Source: an optimization exercise on an open RTL-to-GDS flow (aim: small area, a short achievable clock period and few clock cycles per item). Production flows keep margins and buffers that such runs may drop.
Function was checked by simulation only, so behaviour that the tests miss may differ from the original.

### flow/run.sh
#!/bin/bash
# synth_recipe.tcl (not shown) runs the flow's synth.tcl, then flattens the netlist and writes it again
# the make line also repeats each setting of config.mk as NAME=value (left out here)
make -C /OpenROAD-flow-scripts/flow DESIGN_CONFIG=/design/flow/config.mk WORK_HOME=/design/flow/orfs CLKGATE_MAP_FILE= SYNTH_SCRIPT=/design/flow/synth_recipe.tcl finish
### flow/config.mk
export PLATFORM = sky130hd
export DESIGN_NAME = sha512_signer
export DESIGN_NICKNAME = sha512_signer
export VERILOG_FILES = /design/flow/design.v
export SDC_FILE = /design/flow/constraint.sdc
export NUM_CORES = 4
export LEC_CHECK = 0
export CAP_MARGIN = 40
export CORE_MARGIN = 2
export CORE_UTILIZATION = 40
export SLEW_MARGIN = 40
export SYNTH_MEMORY_MAX_BITS = 16384
### flow/constraint.sdc
create_clock -name core_clock -period 11.0 [get_ports {clk}]
set_input_delay 2.2000 -clock core_clock [delete_from_list [all_inputs] [get_ports {clk}]]
set_output_delay 2.2000 -clock core_clock [all_outputs]
set_load 0.01 [all_outputs]
### flow/design.v
module replace_last_packet_with_sha
(
    input logic clock,
    input logic reset,
    input logic [511:0] inp_data,
    input logic inp_valid,
    output logic inp_ready,
    input logic [63:0] inp_keep,
    input logic [5:0] inp_id,
    input logic inp_last,
    input logic [511:0] chk_data,
    input logic chk_valid,
    output logic chk_ready,
    input logic [63:0] chk_keep,
    input logic [5:0] chk_id,
    input logic chk_last,
    output logic [511:0] out,
    output logic out_valid,
    input logic out_ready,
    output logic [63:0] out_keep,
    output logic [5:0] out_id,
    output logic out_last
);
localparam [0:0]
    S0 = 1'b0,
    S1 = 1'b1;
reg [0:0] current_state, next_state;
always @(posedge clock)
    begin
        if(reset == 1'b0) 
            begin
                current_state <= S0;
            end
        else
            begin
                current_state <= next_state;
            end
    end
always @(*)
	begin
		next_state = current_state;
        case (current_state)
            S0: begin
                    if (inp_valid && inp_last)
                        next_state = S1;
                end
            S1: begin
                    if (chk_valid && inp_valid)
                        next_state = S0;
                end
        endcase
	end
always @*
    begin
        out = 0;
        out_valid = 0;
        inp_ready = 0;
        chk_ready = 0;
        out_keep = 0;
        out_id = 0;
        out_last = 0;
        case (current_state)
            S0: begin
                    if (inp_valid && !inp_last) 
                        begin
                            inp_ready = 1;
                            out = inp_data;
                            out_valid = inp_valid;
                            out_keep = inp_keep;
                            out_id = inp_id;
                            out_last = 0;  
                        end
                end
            S1: begin
                    if (chk_valid && inp_valid && inp_last) 
                        begin
                            chk_ready = 1;
                            inp_ready = 1;
                            out = chk_data;
                            out_valid = 1;
                            out_keep = chk_keep;
                            out_id = chk_id;
                            out_last = 1;
                        end
                end
        endcase
    end
endmodule
module sha512_signer (
    input  wire         clk,
    input  wire         rst_n,
    input  wire [511:0] s_tdata,
    input  wire [63:0]  s_tkeep,
    input  wire [5:0]   s_tid,
    input  wire         s_tlast,
    input  wire         s_tvalid,
    output wire         s_tready,
    output reg  [511:0] m_tdata,
    output reg  [63:0]  m_tkeep,
    output reg  [5:0]   m_tid,
    output reg          m_tlast,
    output reg          m_tvalid,
    input  wire         m_tready
);
localparam [1:0] ST_ABSORB = 2'd0,
                 ST_ROUND  = 2'd1,
                 ST_ADD    = 2'd2,
                 ST_DONE   = 2'd3;
localparam [63:0] IV0 = 64'h6a09e667f3bcc908, IV1 = 64'hbb67ae8584caa73b,
                  IV2 = 64'h3c6ef372fe94f82b, IV3 = 64'ha54ff53a5f1d36f1,
                  IV4 = 64'h510e527fade682d1, IV5 = 64'h9b05688c2b3e6c1f,
                  IV6 = 64'h1f83d9abfb41bd6b, IV7 = 64'h5be0cd19137e2179;
reg [1:0]  state;
reg        fin;        
reg        half;       
reg [11:0] nbeats;     
reg [6:0]  t;
reg [63:0] w [0:15];
reg [63:0] h0, h1, h2, h3, h4, h5, h6, h7;
reg [63:0] va, vb, vc, vd, ve, vf, vg, vh;
reg [63:0] k;
always @(*) begin
    case (t)
            7'd0: k = 64'h428a2f98d728ae22;
            7'd1: k = 64'h7137449123ef65cd;
            7'd2: k = 64'hb5c0fbcfec4d3b2f;
            7'd3: k = 64'he9b5dba58189dbbc;
            7'd4: k = 64'h3956c25bf348b538;
            7'd5: k = 64'h59f111f1b605d019;
            7'd6: k = 64'h923f82a4af194f9b;
            7'd7: k = 64'hab1c5ed5da6d8118;
            7'd8: k = 64'hd807aa98a3030242;
            7'd9: k = 64'h12835b0145706fbe;
            7'd10: k = 64'h243185be4ee4b28c;
            7'd11: k = 64'h550c7dc3d5ffb4e2;
            7'd12: k = 64'h72be5d74f27b896f;
            7'd13: k = 64'h80deb1fe3b1696b1;
            7'd14: k = 64'h9bdc06a725c71235;
            7'd15: k = 64'hc19bf174cf692694;
            7'd16: k = 64'he49b69c19ef14ad2;
            7'd17: k = 64'hefbe4786384f25e3;
            7'd18: k = 64'h0fc19dc68b8cd5b5;
            7'd19: k = 64'h240ca1cc77ac9c65;
            7'd20: k = 64'h2de92c6f592b0275;
            7'd21: k = 64'h4a7484aa6ea6e483;
            7'd22: k = 64'h5cb0a9dcbd41fbd4;
            7'd23: k = 64'h76f988da831153b5;
            7'd24: k = 64'h983e5152ee66dfab;
            7'd25: k = 64'ha831c66d2db43210;
            7'd26: k = 64'hb00327c898fb213f;
            7'd27: k = 64'hbf597fc7beef0ee4;
            7'd28: k = 64'hc6e00bf33da88fc2;
            7'd29: k = 64'hd5a79147930aa725;
            7'd30: k = 64'h06ca6351e003826f;
            7'd31: k = 64'h142929670a0e6e70;
            7'd32: k = 64'h27b70a8546d22ffc;
            7'd33: k = 64'h2e1b21385c26c926;
            7'd34: k = 64'h4d2c6dfc5ac42aed;
            7'd35: k = 64'h53380d139d95b3df;
            7'd36: k = 64'h650a73548baf63de;
            7'd37: k = 64'h766a0abb3c77b2a8;
            7'd38: k = 64'h81c2c92e47edaee6;
            7'd39: k = 64'h92722c851482353b;
            7'd40: k = 64'ha2bfe8a14cf10364;
            7'd41: k = 64'ha81a664bbc423001;
            7'd42: k = 64'hc24b8b70d0f89791;
            7'd43: k = 64'hc76c51a30654be30;
            7'd44: k = 64'hd192e819d6ef5218;
            7'd45: k = 64'hd69906245565a910;
            7'd46: k = 64'hf40e35855771202a;
            7'd47: k = 64'h106aa07032bbd1b8;
            7'd48: k = 64'h19a4c116b8d2d0c8;
            7'd49: k = 64'h1e376c085141ab53;
            7'd50: k = 64'h2748774cdf8eeb99;
            7'd51: k = 64'h34b0bcb5e19b48a8;
            7'd52: k = 64'h391c0cb3c5c95a63;
            7'd53: k = 64'h4ed8aa4ae3418acb;
            7'd54: k = 64'h5b9cca4f7763e373;
            7'd55: k = 64'h682e6ff3d6b2b8a3;
            7'd56: k = 64'h748f82ee5defb2fc;
            7'd57: k = 64'h78a5636f43172f60;
            7'd58: k = 64'h84c87814a1f0ab72;
            7'd59: k = 64'h8cc702081a6439ec;
            7'd60: k = 64'h90befffa23631e28;
            7'd61: k = 64'ha4506cebde82bde9;
            7'd62: k = 64'hbef9a3f7b2c67915;
            7'd63: k = 64'hc67178f2e372532b;
            7'd64: k = 64'hca273eceea26619c;
            7'd65: k = 64'hd186b8c721c0c207;
            7'd66: k = 64'heada7dd6cde0eb1e;
            7'd67: k = 64'hf57d4f7fee6ed178;
            7'd68: k = 64'h06f067aa72176fba;
            7'd69: k = 64'h0a637dc5a2c898a6;
            7'd70: k = 64'h113f9804bef90dae;
            7'd71: k = 64'h1b710b35131c471b;
            7'd72: k = 64'h28db77f523047d84;
            7'd73: k = 64'h32caab7b40c72493;
            7'd74: k = 64'h3c9ebe0a15c9bebc;
            7'd75: k = 64'h431d67c49c100d4c;
            7'd76: k = 64'h4cc5d4becb3e42b6;
            7'd77: k = 64'h597f299cfc657e2a;
            7'd78: k = 64'h5fcb6fab3ad6faec;
            7'd79: k = 64'h6c44198c4a475817;
            default: k = 64'h0;
    endcase
end
wire [63:0] bsig0 = {va[27:0], va[63:28]} ^ {va[33:0], va[63:34]} ^ {va[38:0], va[63:39]};
wire [63:0] bsig1 = {ve[13:0], ve[63:14]} ^ {ve[17:0], ve[63:18]} ^ {ve[40:0], ve[63:41]};
wire [63:0] ch    = (ve & vf) ^ (~ve & vg);
wire [63:0] maj   = (va & vb) ^ (va & vc) ^ (vb & vc);
wire [63:0] t1    = vh + bsig1 + ch + k + w[0];
wire [63:0] t2    = bsig0 + maj;
wire [63:0] ssig0 = {w[1][0], w[1][63:1]} ^ {w[1][7:0], w[1][63:8]} ^ (w[1] >> 7);
wire [63:0] ssig1 = {w[14][18:0], w[14][63:19]} ^ {w[14][60:0], w[14][63:61]} ^ (w[14] >> 6);
wire [63:0] wnext = ssig1 + w[9] + ssig0 + w[0];
wire out_free = !m_tvalid || m_tready;
wire gate     = out_free && (state == ST_ABSORB || state == ST_DONE);
wire g_valid  = s_tvalid && gate;
wire         rl_inp_ready;
wire         rl_chk_ready;
wire [511:0] rl_out;
wire         rl_out_valid;
wire [63:0]  rl_out_keep;
wire [5:0]   rl_out_id;
wire         rl_out_last;
replace_last_packet_with_sha merge (
    .clock    (clk),
    .reset    (rst_n),
    .inp_data (s_tdata),
    .inp_valid(g_valid),
    .inp_ready(rl_inp_ready),
    .inp_keep (s_tkeep),
    .inp_id   (s_tid),
    .inp_last (s_tlast),
    .chk_data ({h0, h1, h2, h3, h4, h5, h6, h7}),
    .chk_valid(state == ST_DONE),
    .chk_ready(rl_chk_ready),
    .chk_keep (s_tkeep),
    .chk_id   (s_tid),
    .chk_last (1'b1),
    .out      (rl_out),
    .out_valid(rl_out_valid),
    .out_ready(out_free),
    .out_keep (rl_out_keep),
    .out_id   (rl_out_id),
    .out_last (rl_out_last)
);
assign s_tready = rl_inp_ready;
always @(posedge clk) begin
    if (!rst_n) begin
        m_tvalid <= 1'b0;
    end else if (rl_out_valid) begin
        m_tvalid <= 1'b1;
        m_tdata  <= rl_out;
        m_tkeep  <= rl_out_keep;
        m_tid    <= rl_out_id;
        m_tlast  <= rl_out_last;
    end else if (m_tready) begin
        m_tvalid <= 1'b0;
    end
end
wire beat_take = g_valid && !s_tlast && state == ST_ABSORB;
wire last_seen = g_valid &&  s_tlast && state == ST_ABSORB;
integer i;
always @(posedge clk) begin
    if (!rst_n) begin
        state  <= ST_ABSORB;
        fin    <= 1'b0;
        half   <= 1'b0;
        nbeats <= 12'd0;
        h0 <= IV0; h1 <= IV1; h2 <= IV2; h3 <= IV3;
        h4 <= IV4; h5 <= IV5; h6 <= IV6; h7 <= IV7;
    end else begin
        case (state)
        ST_ABSORB: begin
            if (beat_take) begin
                nbeats <= nbeats + 12'd1;
                half   <= !half;
                for (i = 0; i < 8; i = i + 1) begin
                    if (half) w[8 + i] <= s_tdata[(7 - i) * 64 +: 64];
                    else      w[i]     <= s_tdata[(7 - i) * 64 +: 64];
                end
                if (half) begin
                    state <= ST_ROUND;
                    t  <= 7'd0;
                    va <= h0; vb <= h1; vc <= h2; vd <= h3;
                    ve <= h4; vf <= h5; vg <= h6; vh <= h7;
                end
            end else if (last_seen) begin
                for (i = 0; i < 15; i = i + 1) begin
                    if (!half || i >= 8) w[i] <= 64'h0;
                end
                if (half) w[8] <= 64'h8000000000000000;
                else      w[0] <= 64'h8000000000000000;
                w[15] <= {43'h0, nbeats, 9'h0};
                half  <= 1'b0;
                fin   <= 1'b1;
                state <= ST_ROUND;
                t  <= 7'd0;
                va <= h0; vb <= h1; vc <= h2; vd <= h3;
                ve <= h4; vf <= h5; vg <= h6; vh <= h7;
            end
        end
        ST_ROUND: begin
            vh <= vg; vg <= vf; vf <= ve; ve <= vd + t1;
            vd <= vc; vc <= vb; vb <= va; va <= t1 + t2;
            for (i = 0; i < 15; i = i + 1) w[i] <= w[i + 1];
            w[15] <= wnext;
            t <= t + 7'd1;
            if (t == 7'd79) state <= ST_ADD;
        end
        ST_ADD: begin
            h0 <= h0 + va; h1 <= h1 + vb; h2 <= h2 + vc; h3 <= h3 + vd;
            h4 <= h4 + ve; h5 <= h5 + vf; h6 <= h6 + vg; h7 <= h7 + vh;
            state <= fin ? ST_DONE : ST_ABSORB;
        end
        ST_DONE: begin
            if (rl_chk_ready) begin
                state  <= ST_ABSORB;
                fin    <= 1'b0;
                nbeats <= 12'd0;
                h0 <= IV0; h1 <= IV1; h2 <= IV2; h3 <= IV3;
                h4 <= IV4; h5 <= IV5; h6 <= IV6; h7 <= IV7;
            end
        end
        endcase
    end
end
endmodule
==> run summary <==
Status
The run finished with no timing, DRC or antenna violations.

Worst setup path
The critical path class is flop to flop. The number of buffers and inverters on the critical path is 3. The data arrival at the endpoint of the critical path is 11,190 ps.

The origin of the critical flop-to-flop path is ve[44]. The category of the worst setup path capture point is a flop. The cell type group with the largest total delay on the critical path is simple AND/OR/NAND/NOR gates. The worst register-to-register path has a depth of 33. The cell repeated most along the worst path is sky130_fd_sc_hd__fa_1. For the worst setup path, the data required time is 11,710 ps. For this design, the slowest cell found on the critical path is sky130_fd_sc_hd__edfxtp_1. The largest single stage delay on the critical path is 680 ps.

The end of the worst register-to-register path is va[62]. The worst-path maximum fanout is 6. The number of cells on the critical path is 33. Following the worst setup path forward leads to its endpoint at va[62]. The setup check on the worst reg-to-reg path leaves a slack of 520 ps. The first element of the critical path is ve[44]. The startpoint kind of the worst setup timing path is a flop.

Routing
The DRC marker count from the first detailed-route iteration is 20,050. The remaining number of nets flagged by the antenna check after routing is 0. The first detailed-routing pass ran for 6 iterations. The post-detailed-route via-to-cell ratio is 6.410. For this block, the via count after detailed routing is 142,300. After detailed routing, the number of remaining DRC violations is 0. Dividing the detail-routed wire length by the instance count gives 39.17 um.

Summed over all layers, the routed wires come to 869.4 mm.

Synthesis
The cell count after synthesis came out at 15,590. The primary flip-flop cell chosen by synthesis mapping is sky130_fd_sc_hd__edfxtp_1. The largest area contributor in the netlist is sky130_fd_sc_hd__edfxtp_1.

By area, the combinational part of the netlist is dominated by compound AO/OA/AOI/OAI gates. The synthesized area per cell is 10.74 um^2. The most common cell in the synthesized netlist is sky130_fd_sc_hd__edfxtp_1. The complex-gate fraction of the synthesized area is 21.35%. After synthesis, the share of flip-flops with an asynchronous set or reset is 0%.

The register bit total from synthesis is 2,720. The register area share after synthesis is 45.25%. The fraction of the mapped netlist area in simple logic gates is 8.546%. Ranked by total cell area, the synthesized netlist is headed by sky130_fd_sc_hd__edfxtp_1, sky130_fd_sc_hd__a22o_1, sky130_fd_sc_hd__dfxtp_1. The synthesized net count is 17,350. The area fraction of the dominant cell type after synthesis is 38.14%.

The count of unique library cells instantiated by Yosys is 102. The share of cell area taken by muxes after synthesis is 3.866%. The XOR/XNOR share of the synthesized area is 6.288%. The warning count from the yosys run is 3. Summing every instance area after synthesis gives 167,400 um^2.

After synthesis, the most frequently instantiated cells are sky130_fd_sc_hd__edfxtp_1, sky130_fd_sc_hd__a22o_1, sky130_fd_sc_hd__nand2_1, sky130_fd_sc_hd__a21oi_1, sky130_fd_sc_hd__clkbuf_1. The number of synthesized flops with an enable pin is 2,126. The synthesized netlist devotes 10.77% of its cell area to adder and majority cells.

Clocking
The post-cts gate resize count is 0. The number of buffers added to fix hold violations after cts is 0. The buffers inserted during post-CTS setup optimization is 0. For this design, the sink count on the clock tree is 2,720.

The CTS root buffer is sky130_fd_sc_hd__clkbuf_16. TritonCTS built the clock tree. The clock latency on the worst-skew pair is 990 ps. No sink is reached through more buffers than the 4 on the longest clock path.

Clock-pin slew was measured on the worst setup and hold paths at 60 ps. TritonCTS created 316 clock buffers. In this run the number of H-tree levels came out at 5.

Job
The tool flagged a number of max-cap violations equal to 0.

Min path
The type of the worst min-delay path is flop to flop. The start point of the worst hold path is h1[63].

Cells and area
The register name with the most flops is w. In the final design database the tool counted 18,130 nets. The filler cells instantiated in the layout total 38,760.

The post-route cell area is 196,600 um^2. The flip-flop count of the largest register after layout is 1,024. The utilization after layout is 47.18%. For this run, the number of standard cells in the final layout without fillers is 22,200. The area growth from synthesis to layout is 17.44%. The share of cells above drive strength 1 is 9.150%. The largest registers in the layout are w (1024), m_tdata (512).

Place
In this run, placement finished with an instance count of 21,520. The placed instances occupy a cell area of 185,300 um^2. In this run the tool buffered the top-level ports with 1,171 buffer cells. The global placer's final weighted congestion is 1.094.

The final HPWL from detailed placement is 687.2 mm.

Timing
The final-report hold violation count was 0. The relative slew slack is 26.98%. Setup repair after global routing left no endpoint under its margin. The final count of negative-setup-slack endpoints is 0. For this run, the top clock speed supported by timing is 95.42 MHz.

The slew at the pin closest to its max-slew limit is 1095 ps. The max-slew violation count was 0. The final critical path takes up 95.28% of the cycle. Subtracting the final worst setup slack from the clock period gives 10,480 ps. The final hold slack is 488.6 ps. The worst-case clock skew is 55.37 ps.

Adding up every negative setup slack in the final design gives 0 ps.

Floorplanning
The die is 650.9 um tall. The die is 650.9 um wide. The die footprint is 423,600 um^2.

After floorplanning, the core was sized to cover 416,600 um^2. The top-level I/O count is 1,172. The row count is 237.

Once the floorplan was initialized, standard cells occupied 40.17% of the core.

Global routing
After global routing the overflow that remains totals 0. The global-route usage over all layers is 39.50%. The number of antenna violations at the first check in global routing was 81. The number of global-route vias before repair came to 132,600. The global-route wire length before repair is 1156 mm.

The largest net degree at the start of global routing is 192.
layout make-up:
class                      instances  area [um^2]  area share (%)
tap                             5497         6878           3.499
clock inverter                   157         1748          0.8892
sequential                      2720        75730           38.53
inverter                         718         2708           1.377
antenna                           64        160.2         0.08148
timing repair buffer            1489        14900           7.581
clock buffer                     428         8731           4.442
multi-input combinational      11120        85710           43.60
worst min-delay path, stage by stage, from the launching register on:
cell	delay [ps]
sky130_fd_sc_hd__dfxtp_1	310
sky130_fd_sc_hd__inv_1	80
sky130_fd_sc_hd__a21oi_1	60
how the worst min path moves through the flow:
stage / depth (start not counted) / slack (ps) / to
final: 2 / 490 / h1[63]
after global routing: 2 / 510 / h1[63]
after CTS: 2 / 490 / h1[63]
after detailed placement: 2 / 480 / h1[63]
after global placement: 2 / 470 / h1[63]
after floorplan: 2 / 450 / h1[63]
metrics by stage:
step	setup WS, ps
floorplan	-8623
global placement	913.9
detailed placement	954.6
CTS	895.3
global route	371.4
finish	519.6
layer usage:
metal | share of wire [%] | track usage (%) | vias up
li1 | - | - | 59990
met1 | 39 | 50.75 | 72010
met2 | 42 | 57.34 | 8545
met4 | 9.3 | 30.07 | 34
met5 | 0.091 | 0.8149 | -
met3 | 10 | 9.456 | 1689
logic make-up (layout without fill, tap and decap cells):
group	count (synthesis)	in the layout
compound gates	5085	5085
fa+ha+maj	1215	1215
xor+xnor	1200	1200
flops	2720	2720
mux	577	577
buf+inv	1744	2792
simple gates	3045	3045
other cells	0	64
placed cells by master, fill, tap and decap left out, types with 328 or more instances in the layout:
master	synthesis	final
sky130_fd_sc_hd__a21o_1	531	531
sky130_fd_sc_hd__a21oi_1	1013	1009
sky130_fd_sc_hd__a22o_1	1422	1421
sky130_fd_sc_hd__clkbuf_16	0	328
sky130_fd_sc_hd__clkdlybuf4s50_1	0	1169
sky130_fd_sc_hd__dfxtp_1	594	594
sky130_fd_sc_hd__edfxtp_1	2126	2126
sky130_fd_sc_hd__fa_1	391	391
sky130_fd_sc_hd__ha_1	781	775
sky130_fd_sc_hd__inv_1	717	712
sky130_fd_sc_hd__mux2_2	556	554
sky130_fd_sc_hd__nand2_1	1065	1059
sky130_fd_sc_hd__nor2_1	655	647
sky130_fd_sc_hd__o21ai_0	803	768
sky130_fd_sc_hd__xnor2_1	789	767
sky130_fd_sc_hd__xor2_1	410	405
Testbench counts, summed over its fixed seeds: cycles 73,266, beats 1,720.

## afterwards: timing with drivers on the ports
In the flow no input, the clock included, has a driving cell. The finished layout below was timed again as built, in two steps.
Step 1 sets driving cells, clkbuf_16 on the clock port and buf_2 on the other inputs (assumed; they add their load-dependent delay and slew).
Step 2 times the ports against the registers' clock, not the clock port: input delays grow and output delays shrink by t, the midpoint of the rising clock arrivals with the driver on.
Three values: ideal, step 1, step 2; two values: the first two.
t, ns: 1.087
setup slack, ns: 0.520 / 0.520 / 0.520
worst setup path after step 2: register to register
clock arrival spread, ns: 0.057 / 0.057
slew at the worst register clock pin (ns): 0.09 / 0.09
After both steps this run still meets setup and hold. For this run, drivers alone change the setup slack by 0.000 ns; drivers and shift together by 0.000 ns.
